Source: an optimization exercise on an open RTL-to-GDS flow (aim: small area). Production flows keep margins and buffers that such runs may drop. The RTL was checked by simulation tests, not by an equivalence proof against the original design. The flow treats the clock pin as an ideal source, which a real chip does not have. No activity file was given, so power comes from the tool's default toggle rates.

==> flow/config.mk <==
export PLATFORM = sky130hd
export DESIGN_NAME = pong_core
export DESIGN_NICKNAME = pong_core
export VERILOG_FILES = /design/flow/design.v
export SDC_FILE = /design/flow/constraint.sdc
export NUM_CORES = 4
export LEC_CHECK = 0
export CAP_MARGIN = 20
export CORE_MARGIN = 2
export CORE_UTILIZATION = 70
export SLEW_MARGIN = 20
export SYNTH_HIERARCHICAL = 1
==> flow/constraint.sdc <==
create_clock -name core_clock -period 10.0 [get_ports {clk}]
set_input_delay 2.0000 -clock core_clock [delete_from_list [all_inputs] [get_ports {clk}]]
set_output_delay 2.0000 -clock core_clock [all_outputs]
set_load 0.01 [all_outputs]
==> flow/design.v <==
module debounce(
    input PB,
    input clk,
    input Reset,
    input Reset_n,       
    output reg PB_state,
    output PB_down,
    output PB_up
);
reg PB_sync_0;      
reg PB_sync_1_n;    
reg [14:0] PB_cnt_q;
wire s0_d, s1n_d, state_d, clr, clr_n, lz, fb_n, max;
wire [14:0] cnt_d;
db_sync sy (.pb(PB), .s0(PB_sync_0), .rst(Reset), .rst_n(Reset_n), .s0_d(s0_d), .s1n_d(s1n_d));
db_lowzero lzd (.q(PB_cnt_q[13:0]), .lz(lz));
db_fb fbd (.q14(PB_cnt_q[14]), .q13(PB_cnt_q[13]), .lz(lz), .fb_n(fb_n));
db_ctrl ct (.state(PB_state), .s1n(PB_sync_1_n), .q14(PB_cnt_q[14]), .lz(lz), .rst(Reset),
            .clr(clr), .clr_n(clr_n), .state_d(state_d), .down(PB_down), .up(PB_up));
db_nor2 c0 (.a(clr), .b(fb_n), .y(cnt_d[0]));
genvar i;
generate for (i=1;i<15;i=i+1) begin: st
	if (i & 1) begin: odd
		db_nand2 g (.a(clr_n), .b(PB_cnt_q[i-1]), .y(cnt_d[i]));
	end else begin: even
		db_nor2 g (.a(clr), .b(PB_cnt_q[i-1]), .y(cnt_d[i]));
	end
end endgenerate
always @(posedge clk)
begin
	PB_sync_0 <= s0_d;
	PB_sync_1_n <= s1n_d;
	PB_cnt_q <= cnt_d;
	PB_state <= state_d;
end
endmodule
module db_sync(input pb, input s0, input rst, input rst_n, output s0_d, output s1n_d);
assign s0_d = ~(rst | pb);
assign s1n_d = ~(rst_n & s0);
endmodule
module db_lowzero(input [13:0] q, output lz);
assign lz = ~|{q[12], q[10], q[8], q[6], q[4], q[2], q[0]} & (&{q[13], q[11], q[9], q[7], q[5], q[3], q[1]});
endmodule
module db_fb(input q14, input q13, input lz, output fb_n);
wire a;
db_xnor2 x1 (.a(q14), .b(q13), .y(a));
db_xnor2 x2 (.a(a), .b(lz), .y(fb_n));
endmodule
module db_ctrl(input state, input s1n, input q14, input lz, input rst,
               output clr, output clr_n, output state_d, output down, output up);
wire idle = state ^ s1n;         
wire flip = ~idle & q14 & lz;    
assign clr = rst | idle;
assign clr_n = ~clr;
assign state_d = ~rst & (state ^ flip);
assign down = flip & ~state;
assign up = flip & state;
endmodule
module db_nor2(input a, input b, output y);
assign y = ~(a | b);
endmodule
module db_nand2(input a, input b, output y);
assign y = ~(a & b);
endmodule
module db_xnor2(input a, input b, output y);
assign y = ~(a ^ b);
endmodule
module pong_core(clk,BTN_EAST, BTN_WEST, Reset, CounterX, CounterY, inDisplayArea, vga_R, vga_G, vga_B, oLed);
input clk;
input wire BTN_EAST, BTN_WEST;
input Reset;
input wire [9:0] CounterX;
input wire [8:0] CounterY;
input wire inDisplayArea;
output vga_R, vga_G, vga_B;
output wire [7:0] oLed;
reg [7:0] oLedCount;
reg [2:0] PaddleBlock;       
reg [9:0] ballX;
reg [8:0] ballY;
reg ball_inX, ball_inY;
reg ball_dirX, ball_dirY;
wire left, right;
debounce deboright(.PB(BTN_EAST), .clk(clk), .Reset(Reset), .Reset_n(~Reset), .PB_state(),.PB_down(right),.PB_up());
debounce deboleft (.PB(BTN_WEST), .clk(clk), .Reset(Reset), .Reset_n(~Reset), .PB_state(),.PB_down(left),.PB_up());
wire [2:0] PaddleBlock_d;
paddle_next pn (.p(PaddleBlock), .left(left), .right(right), .rst(Reset), .rst_n(~Reset), .d(PaddleBlock_d));
always @(posedge clk) PaddleBlock <= PaddleBlock_d;
wire x0, x8, x16, y0, y8, y16;
edge_cmp #(.N(10)) cmpx (.a(CounterX), .b(ballX), .e0(x0), .e8(x8), .e16(x16));
edge_cmp #(.N(9))  cmpy (.a(CounterY), .b(ballY), .e0(y0), .e8(y8), .e16(y16));
always @(posedge clk)
if(Reset)
	ball_inX <= 0;
else if(ball_inX==0)
	ball_inX <= x0 & ball_inY;
else
	ball_inX <= !x16;
always @(posedge clk)
if(Reset)
	ball_inY <= 0;
else if(ball_inY==0)
	ball_inY <= y0;
else
	ball_inY <= !y16;
wire ball = ball_inX & ball_inY;
wire border, paddle, rc_d;
raster_dec rd (.cx(CounterX), .cy(CounterY), .p(PaddleBlock), .rst(Reset), .border(border), .paddle(paddle), .rc_d(rc_d));
wire BouncingObject = border | paddle;
reg ResetCollision;
always @(posedge clk) ResetCollision <= rc_d;
reg CollisionX1, CollisionX2, CollisionY1, CollisionY2;
always @(posedge clk) if(ResetCollision | Reset) CollisionX1<=0; else if(BouncingObject & x0  & y8 ) CollisionX1<=1;
always @(posedge clk) if(ResetCollision | Reset) CollisionX2<=0; else if(BouncingObject & x16 & y8 ) CollisionX2<=1;
always @(posedge clk) if(ResetCollision | Reset) CollisionY1<=0; else if(BouncingObject & x8  & y0 ) CollisionY1<=1;
always @(posedge clk) if(ResetCollision | Reset) CollisionY2<=0; else if(BouncingObject & x8  & y16) CollisionY2<=1;
wire bottomOnDown   = (ballY[8:3] == 6'd57);
wire bottomOnBorder = bottomOnDown | (ballX[9:3] == 7'd78);
wire collisionDown   = CollisionY2 & bottomOnDown;
wire collisionPaddle = CollisionY2 & ~bottomOnBorder;
wire UpdateBallPosition = ResetCollision;
reg newGame;
always @(posedge clk)
	if (Reset | collisionDown) newGame<=0; else newGame<=1;
wire en = UpdateBallPosition & newGame;
reg [1:0] velm1;     
wire [7:0] c = oLedCount;
wire [1:0] velm1_new;
vel_of vt (.c(c), .velm1(velm1_new));
wire enx = en & ~(CollisionX1 & CollisionX2);
wire eny = en & ~(CollisionY1 & CollisionY2);
wire [9:0] ballX_d;
wire [8:0] ballY_d;
wire [10:2] tx;    
wire [9:2] ty;
ball_low #(.K(2'b00)) lowx (.b(ballX[1:0]), .vm1(velm1), .dir(ball_dirX), .en(enx), .rst(Reset), .d(ballX_d[1:0]), .t(tx[2]));
ball_low #(.K(2'b00)) lowy (.b(ballY[1:0]), .vm1(velm1), .dir(ball_dirY), .en(eny), .rst(Reset), .d(ballY_d[1:0]), .t(ty[2]));
genvar i;
generate for (i=2;i<10;i=i+1) begin: gx
	ball_bit #(.K((10'd312 >> i) & 1), .P(i & 1)) u (.b(ballX[i]), .t(tx[i]), .dir(ball_dirX), .rst(Reset), .rst_n(~Reset), .d(ballX_d[i]), .to(tx[i+1]));
end endgenerate
generate for (i=2;i<9;i=i+1) begin: gy
	ball_bit #(.K((9'd200 >> i) & 1), .P(i & 1)) u (.b(ballY[i]), .t(ty[i]), .dir(ball_dirY), .rst(Reset), .rst_n(~Reset), .d(ballY_d[i]), .to(ty[i+1]));
end endgenerate
wire [7:0] led_d;
wire [8:0] tl;
assign tl[0] = en & collisionPaddle;
generate for (i=0;i<8;i=i+1) begin: gl
	cnt_bit #(.P(i & 1)) u (.c(oLedCount[i]), .t(tl[i]), .rst(Reset), .d(led_d[i]), .to(tl[i+1]));
end endgenerate
always @(posedge clk) oLedCount <= led_d;
always @(posedge clk)
begin
	ballX <= ballX_d;
	ballY <= ballY_d;
end
always @(posedge clk)
if(Reset)
begin
	velm1 <= 0;
	ball_dirX <= 0;
	ball_dirY <= 0;
end
else
begin
	if (en) velm1 <= velm1_new;
	if (enx & CollisionX2) ball_dirX <= 1; else if (enx & CollisionX1) ball_dirX <= 0;
	if (eny & CollisionY2) ball_dirY <= 1; else if (eny & CollisionY1) ball_dirY <= 0;
end
assign oLed = oLedCount;
reg vga_RB, vga_G;
always @(posedge clk)
if(Reset)
begin
  vga_RB <= 0;
  vga_G <= 0;
end
else
begin
  vga_RB <= (BouncingObject | ball) & inDisplayArea;
  vga_G <= BouncingObject & inDisplayArea;
end
assign vga_R = vga_RB;
assign vga_B = vga_RB;
endmodule
module ball_low #(parameter [1:0] K = 2'b00) (
	input [1:0] b, input [1:0] vm1, input dir, input en, input rst,
	output [1:0] d, output t);
wire p0 = b[0] ^ dir;
wire p1 = b[1] ^ dir;
wire c1 = p0 | vm1[0];
wire h = vm1[1] ^ c1;
wire y1 = b[1] ^ (en & h);
wire y0 = b[0] ^ (en & ~vm1[0]);
assign d = rst ? K : {y1, y0};
assign t = en & ((p1 & vm1[1]) | (p1 & c1) | (vm1[1] & c1));
endmodule
module ball_bit #(parameter K = 0, parameter P = 0) (
	input b, input t, input dir, input rst, input rst_n,
	output d, output to);
wire p, yn;    
generate if (P == 0) begin: ph
	xor2m  x_p (.a(b), .b(dir), .y(p));
	xnor2m x_y (.a(b), .b(t), .y(yn));
	assign to = ~(t & p);
end else begin: pl
	xnor2m x_p (.a(b), .b(dir), .y(p));
	xor2m  x_y (.a(b), .b(t), .y(yn));
	assign to = ~(t | p);
end endgenerate
generate if (K[0]) begin: k1
	assign d = ~(rst_n & yn);
end else begin: k0
	assign d = ~(rst | yn);
end endgenerate
endmodule
module xor2m(input a, input b, output y);
assign y = a ^ b;
endmodule
module xnor2m(input a, input b, output y);
assign y = ~(a ^ b);
endmodule
module edge_cmp #(parameter N = 10) (input [N-1:0] a, input [N-1:0] b, output e0, output e8, output e16);
wire [N-1:0] xx;
genvar i;
generate for (i=0;i<N;i=i+1) begin: gx
	xor2m u (.a(a[i]), .b(b[i]), .y(xx[i]));
end endgenerate
wire [N:4] m;       
assign m[4] = 1'b1;
generate for (i=4;i<N;i=i+1) begin: gm
	assign m[i+1] = m[i] & b[i];
end endgenerate
wire [N-1:5] ok = ~(xx[N-1:5] ^ m[N-1:5]);    
wire low3eq = ~|xx[2:0];
wire z_hi = ~|xx[N-1:4];
wire e_hi = xx[4] & (&ok) & ~m[N];
assign e0  = low3eq & ~xx[3] & z_hi;
assign e16 = low3eq & ~xx[3] & e_hi;
assign e8  = low3eq &  xx[3] & (b[3] ? e_hi : z_hi);
endmodule
module vel_of(input [7:0] c, output [1:0] velm1);
assign velm1 = (c <= 8'd9) ? 2'd0 : (c <= 8'd19) ? 2'd1 : (c <= 8'd25) ? 2'd2 : 2'd3;
endmodule
module paddle_next(input [2:0] p, input left, input right, input rst, input rst_n, output [2:0] d);
wire nz = p[0] | p[1] | p[2];
wire one, c1n, c2, yn0, y1, yn2;
xor2m x_m (.a(right), .b(left), .y(one));           
wire t0n = ~(one & (right | nz));                     
xor2m x_c1 (.a(p[0]), .b(right), .y(c1n));          
xnor2m x_c2 (.a(p[1]), .b(right), .y(c2));          
wire t1 = ~(t0n | c1n);
wire t2n = ~(t1 & c2);
xor2m x_y0 (.a(p[0]), .b(t0n), .y(yn0));            
xnor2m x_y1 (.a(p[1]), .b(t1), .y(y1));             
xor2m x_y2 (.a(p[2]), .b(t2n), .y(yn2));            
assign d[0] = ~(rst_n & yn0);
assign d[1] = ~(rst_n & y1);
assign d[2] = ~(rst | yn2);
endmodule
module cnt_bit #(parameter P = 0) (input c, input t, input rst, output d, output to);
wire yn;    
generate if (P == 0) begin: ph
	xnor2m x (.a(c), .b(t), .y(yn));
	assign to = ~(t & c);
end else begin: pl
	xor2m x (.a(c), .b(t), .y(yn));
	assign to = ~t & c;
end endgenerate
assign d = ~(rst | yn);
endmodule
module raster_dec(input [9:0] cx, input [8:0] cy, input [2:0] p, input rst, output border, output paddle, output rc_d);
assign border = (cx[9:3]==0) || (cx[9:3]==79) || (cy[8:3]==0) || (cy[8:3]==59);
wire [3:0] pb1 = {1'b0, p} + 4'd1;
wire padA = (cx[9:6] == {1'b0, p}) && (cx[5:3] != 3'd0);
wire padB = (cx[9:6] == pb1) && !((cx[5:3] == 3'd7) && (cx[2:0] != 3'd0));
assign paddle = (padA | padB) && (cy[8:4]==27);
assign rc_d = ~rst & (cy == 9'd500) & (cx == 10'd0);
endmodule
==> flow/flow/run.sh <==
#!/bin/bash
# The standard layout (standard.sh, with its synthesis unchanged), with these
# changes to the physical steps:
#  - after the floorplan, combinational cells that synthesis sized up are
#    sized down to the smallest cell of their footprint (flow/downsize.tcl);
#    the placement repair steps then fix any slew or capacitance limit;
#  - the smallest buffer (buf_1) on each input and output port;
#  - a clock tree of clkbuf_4 without the dummy loads CTS adds to balance it,
#    with its root and its slowest leaves made clkbuf_8 (flow/resize_ct.tcl).
# make's output goes to standard.log; each ORFS step logs to orfs/logs/.
set -euo pipefail
here=$(pwd)
bash standard.sh \
  POST_FLOORPLAN_TCL="$here/flow/downsize.tcl" \
  BUFFER_PORTS_ARGS="-buffer_cell sky130_fd_sc_hd__buf_1" \
  CTS_ARGS="-sink_clustering_enable -repair_clock_nets -dont_use_dummy_load -buf_list sky130_fd_sc_hd__clkbuf_4" \
  POST_CTS_TCL="$here/flow/resize_ct.tcl" \
  finish > standard.log 2>&1
==> flow/flow/downsize.tcl <==
# Downsize every combinational cell that synthesis sized up (drive > 1) to
# the smallest cell of the same footprint; buffers, inverters, clock cells
# and registers are left alone. Timing has a large margin at this period;
# the later repair steps fix any slew or capacitance limit this breaks.
set ::downsize_count 0
set ::downsize_saved 0.0
foreach inst [[ord::get_db_block] getInsts] {
  set master [$inst getMaster]
  set name [$master getName]
  if { ![regexp {^(sky130_fd_sc_hd__[a-z0-9]+)_([0-9]+)$} $name -> base size] } { continue }
  if { $size <= 1 } { continue }
  if { [regexp {__(buf|inv|clk|dly|df|edf|sdf|dl|conb|tap|fill|decap|bufinv|probe|lpflow|mux2)} $base] } {
    if { ![string match "*__mux2*" $base] } { continue }
  }
  set best ""
  set best_area 1e9
  foreach s {0 1 2} {
    set m [[ord::get_db] findMaster ${base}_$s]
    if { $m eq "NULL" || $m eq "" } { continue }
    if { $s >= $size } { continue }
    set a [expr {[$m getWidth] * [$m getHeight]}]
    if { $a < $best_area } { set best $m; set best_area $a }
  }
  if { $best eq "" } { continue }
  set old_area [expr {[$master getWidth] * [$master getHeight]}]
  if { [$inst swapMaster $best] } {
    incr ::downsize_count
    set ::downsize_saved [expr {$::downsize_saved + ($old_area - $best_area) / 1e6}]
  }
}
puts "downsize: $::downsize_count cells, [format %.1f $::downsize_saved] um2"
==> flow/flow/resize_ct.tcl <==
set db [ord::get_db]
set block [ord::get_db_block]
set big [$db findMaster sky130_fd_sc_hd__clkbuf_8]
set clk_net [[$block findBTerm clk] getNet]
foreach it [$clk_net getITerms] {
  set inst [$it getInst]
  if { [string match "sky130_fd_sc_hd__clkbuf_*" [[$inst getMaster] getName]] } { $inst swapMaster $big }
}
estimate_parasitics -placement
set n_up 0
foreach inst [$block getInsts] {
  if { [[$inst getMaster] getName] ne "sky130_fd_sc_hd__clkbuf_4" } { continue }
  set net [[$inst findITerm X] getNet]
  set worst 0.0
  foreach it [$net getITerms] {
    if { ![$it isInputSignal] } { continue }
    set s [get_property [get_pins [$it getName /]] slew_max]
    if { $s > $worst } { set worst $s }
  }
  if { $worst > 0.115 } { $inst swapMaster $big; incr n_up }
}
puts "resize_ct: $n_up leaf buffers made clkbuf_8"
detailed_placement
estimate_parasitics -placement
==> flow/standard.sh <==
#!/bin/bash
# synth_recipe.tcl (not shown) runs the flow's synth.tcl, then flattens the netlist and writes it again
# the make line also repeats each setting of config.mk as NAME=value (left out here)
make -C /OpenROAD-flow-scripts/flow DESIGN_CONFIG=/design/flow/config.mk WORK_HOME=/design/flow/orfs CLKGATE_MAP_FILE= SYNTH_SCRIPT=/design/flow/synth_recipe.tcl "${@:-finish}"
==> key figures <==
Route
  – Via count: approximately 2900
  – DRT iter0 DRCs: about 160
  – Pre-antenna DRT Iters: 4
  – Drt total wl: 6.93 mm
  – Post-route DRC: 0
  – Remaining antenna violation count after routing: 0
  – Wire per inst: ~13 um
  – Vias/cell: 5.53

Power
  – Power Dens Cells: 128 mW/mm2
  – NetSw: 0.000113 W
  – Comb pwr share: 6.1%
  – Leak: 1.44 nW
  – Int Power: between 0.0003 and 0.0004 W
  – Flop pwr share: 64.6%
  – Share of total power in the clock network: 29.3%
  – Peak VDD IR: between 0.1 and 0.15 mV
  – Sw Ratio: ~23%

Timing
  – Slew HR: 59.0%
  – F_max: 278 MHz
  – Clock Skews: between 30 and 40 ps
  – Final hold vios: 0
  – Setup violation total in the final timing report: 0
  – Tmin final: 3590 ps
  – Max Slew Vio Count: 0
  – Tcrit/Tclk final: 35.9%
  – Worst-Margin Slew: 607 ps
  – Final hold slack: about 360 ps
  – Setup TNS Final: 0 ps
  – Final worst slack: 6410 ps
  – RSZ-0062 raised after global routing: false

Setup path
  – Number of cells on the critical path: 8
  – Worst R2R End: PaddleBlock[2]
  – Worst Path Arrival: 3800 ps
  – Critical R2R Launch: deboright.PB_cnt_q[2]
  – Critical Setup Path Class: in2reg
  – Reg2reg path depth: 9
  – Critical Path End: ball_inX
  – Worst setup SP type: primary input
  – CP max stage delay: ~520 ps
  – Worst path slowest cell: or4_1
  – Reg-to-reg setup timing slack: 6990 ps
  – Setup crit end kind: register
  – CP bufs+invs: 1
  – Worst-path fanout max: 5
  – CP required: 10210 ps
  – CP startpoint: CounterX[7]
  – Cell family with most CP delay: compound AO/OA/AOI/OAI gates
  – Worst-path cell chain: buf_1 -> xor2_1 -> or4_1 -> o21ai_1 -> a21oi_1 -> a2111oi_0 -> mux2_1 -> nor2_1

Placed design
  – RD Place Congestion: 0.821
  – # port buffers: 34
  – Final HPWL DP: 5.08 mm
  – Pre-CTS setup slack: 6070 ps

Cells and area
  – Commonest non-fill, non-tap cells in the layout: dfxtp_1, nor2_1, nand2_1
  – Layout cell share with drive strength beyond 1: 2.46%
  – Filler cells: approximately 410
  – Commonest non-fill, non-tap cell in the layout: dfxtp_1
  – Antenna Diode Count: 0
  – Area grow syn2layout: 5.65%
  – # nets final: 478

Worst hold path
  – Min-Delay Path Class: reg2reg
  – Worst Min Path Start: deboleft.PB_cnt_q[2]

Global routing
  – Largest net degree at the start of global routing: 44
  – Initial antenna violation count: 0
  – Total GRT Usage: between 20% and 30%
  – Grt total ovfl: 0
  – First-pass GRT wire length: 12.0 mm
  – Number of global-route vias before repair: between 2000 and 3000

Run status
  – Outcome: complete, no violations

Floorplanning
  – Die width: around 77 um
  – Die Ht: 76.7 um
  – Die ar.: approximately 0.006 mm2
  – Ports: 35
  – Initial Utilization: between 70% and 80%
  – FP Rows: 26
  – Core Region: 0.00511 mm2

Logic synthesis
  – Synth Net Count: 435
  – Mapped Area: approximately 0.0037 mm2
  – Synthesized instance count: 406
  – Syn avg cell area: 9.11 um2
  – Ys Warns: 8

Clock network
  – TritonCTS clock tree: yes
  – Clock slew at reported path FFs: 90 ps
  – Clock Latency Late Sink: 350 ps
  – Clock Sinks: 80

Run
  – Max-Cap Viols: 0
[registers in the layout, summed over array words and instances, names as in the netlist, 2 cells and up]
name / flops
velm1: 2
oLedCount: 8
deboleft.PB_cnt_q: 15
PaddleBlock: 3
deboright.PB_cnt_q: 15
ballX: 10
ballY: 9
[how the worst min path moves through the flow]
stage | end | cells past startpoint
after floorplan | deboleft.PB_sync_1_n | 1
after global placement | deboleft.PB_sync_1_n | 1
after detailed placement | deboleft.PB_sync_1_n | 1
after global routing | deboleft.PB_cnt_q[3] | 1
final | deboleft.PB_cnt_q[3] | 1
[per-layer routing]
| layer | vias up | global-route usage, % | part of all wire (%) |
|---|---|---|---|
| met2 | 48 | 45.4 | 50 |
| met3 | 7 | 6.12 | 3.7 |
| met4 | 0 | 6.73 | 0.85 |
| li1 | 1452 | - | - |
| met5 | - | 0 | 0 |
| met1 | 1351 | 30.5 | 45 |
[layout make-up]
type	count	area, um2	area share [%]
Multi-Input combinational cell	317	1970	50.5
Sequential cell	80	1600	41.0
Timing Repair Buffer	35	136	3.49
Tap cell	70	87.6	2.24
Clock buffer	9	86.3	2.21
Inverter	6	22.5	0.576
[power by group through the flow]
stage	clock (W)	sequential [W]	combinational (W)
after global placement	0	0.000331	0.0000292
after detailed placement	0	0.000331	0.0000301
final	0.000147	0.000323	0.0000305
after global routing	0.000165	0.000324	0.0000340
after floorplan	0	0.000330	0.0000192
[stage by stage]
step           area, um2  instances  total power [W]  util [%]
2_1_floorplan       3700        406         0.000350         -
3_3_place_gp        3820        508         0.000360      74.8
3_5_place_dp        3820        508         0.000361      74.8
5_1_grt             3910        517         0.000523      76.5
6_report            3910        517         0.000501      76.5

-- port drivers added, routing unchanged --
Ports are ideal in the flow. The routed layout listed here was re-timed in OpenROAD. Step 1, drivers: a clkbuf_16 drives clk and a buf_2 each remaining input, both assumed. Step 2, shift: input delay + t, output delay - t, t = (earliest + latest rising clock arrival at the registers) / 2. This alone moves slack from input paths to output paths. Three values: no drivers, after step 1, after step 2; two values: the first two.
t, ns: 0.360
setup slack, ns: 6.407 / 6.412 / 6.053
latest minus earliest clock arrival (ns): 0.035 / 0.035
worst data-port slew with drivers (ns): 0.04
After both steps this run still meets setup and hold. The setup slack of this run moves by +0.005 ns with the drivers and by -0.354 ns with both steps.
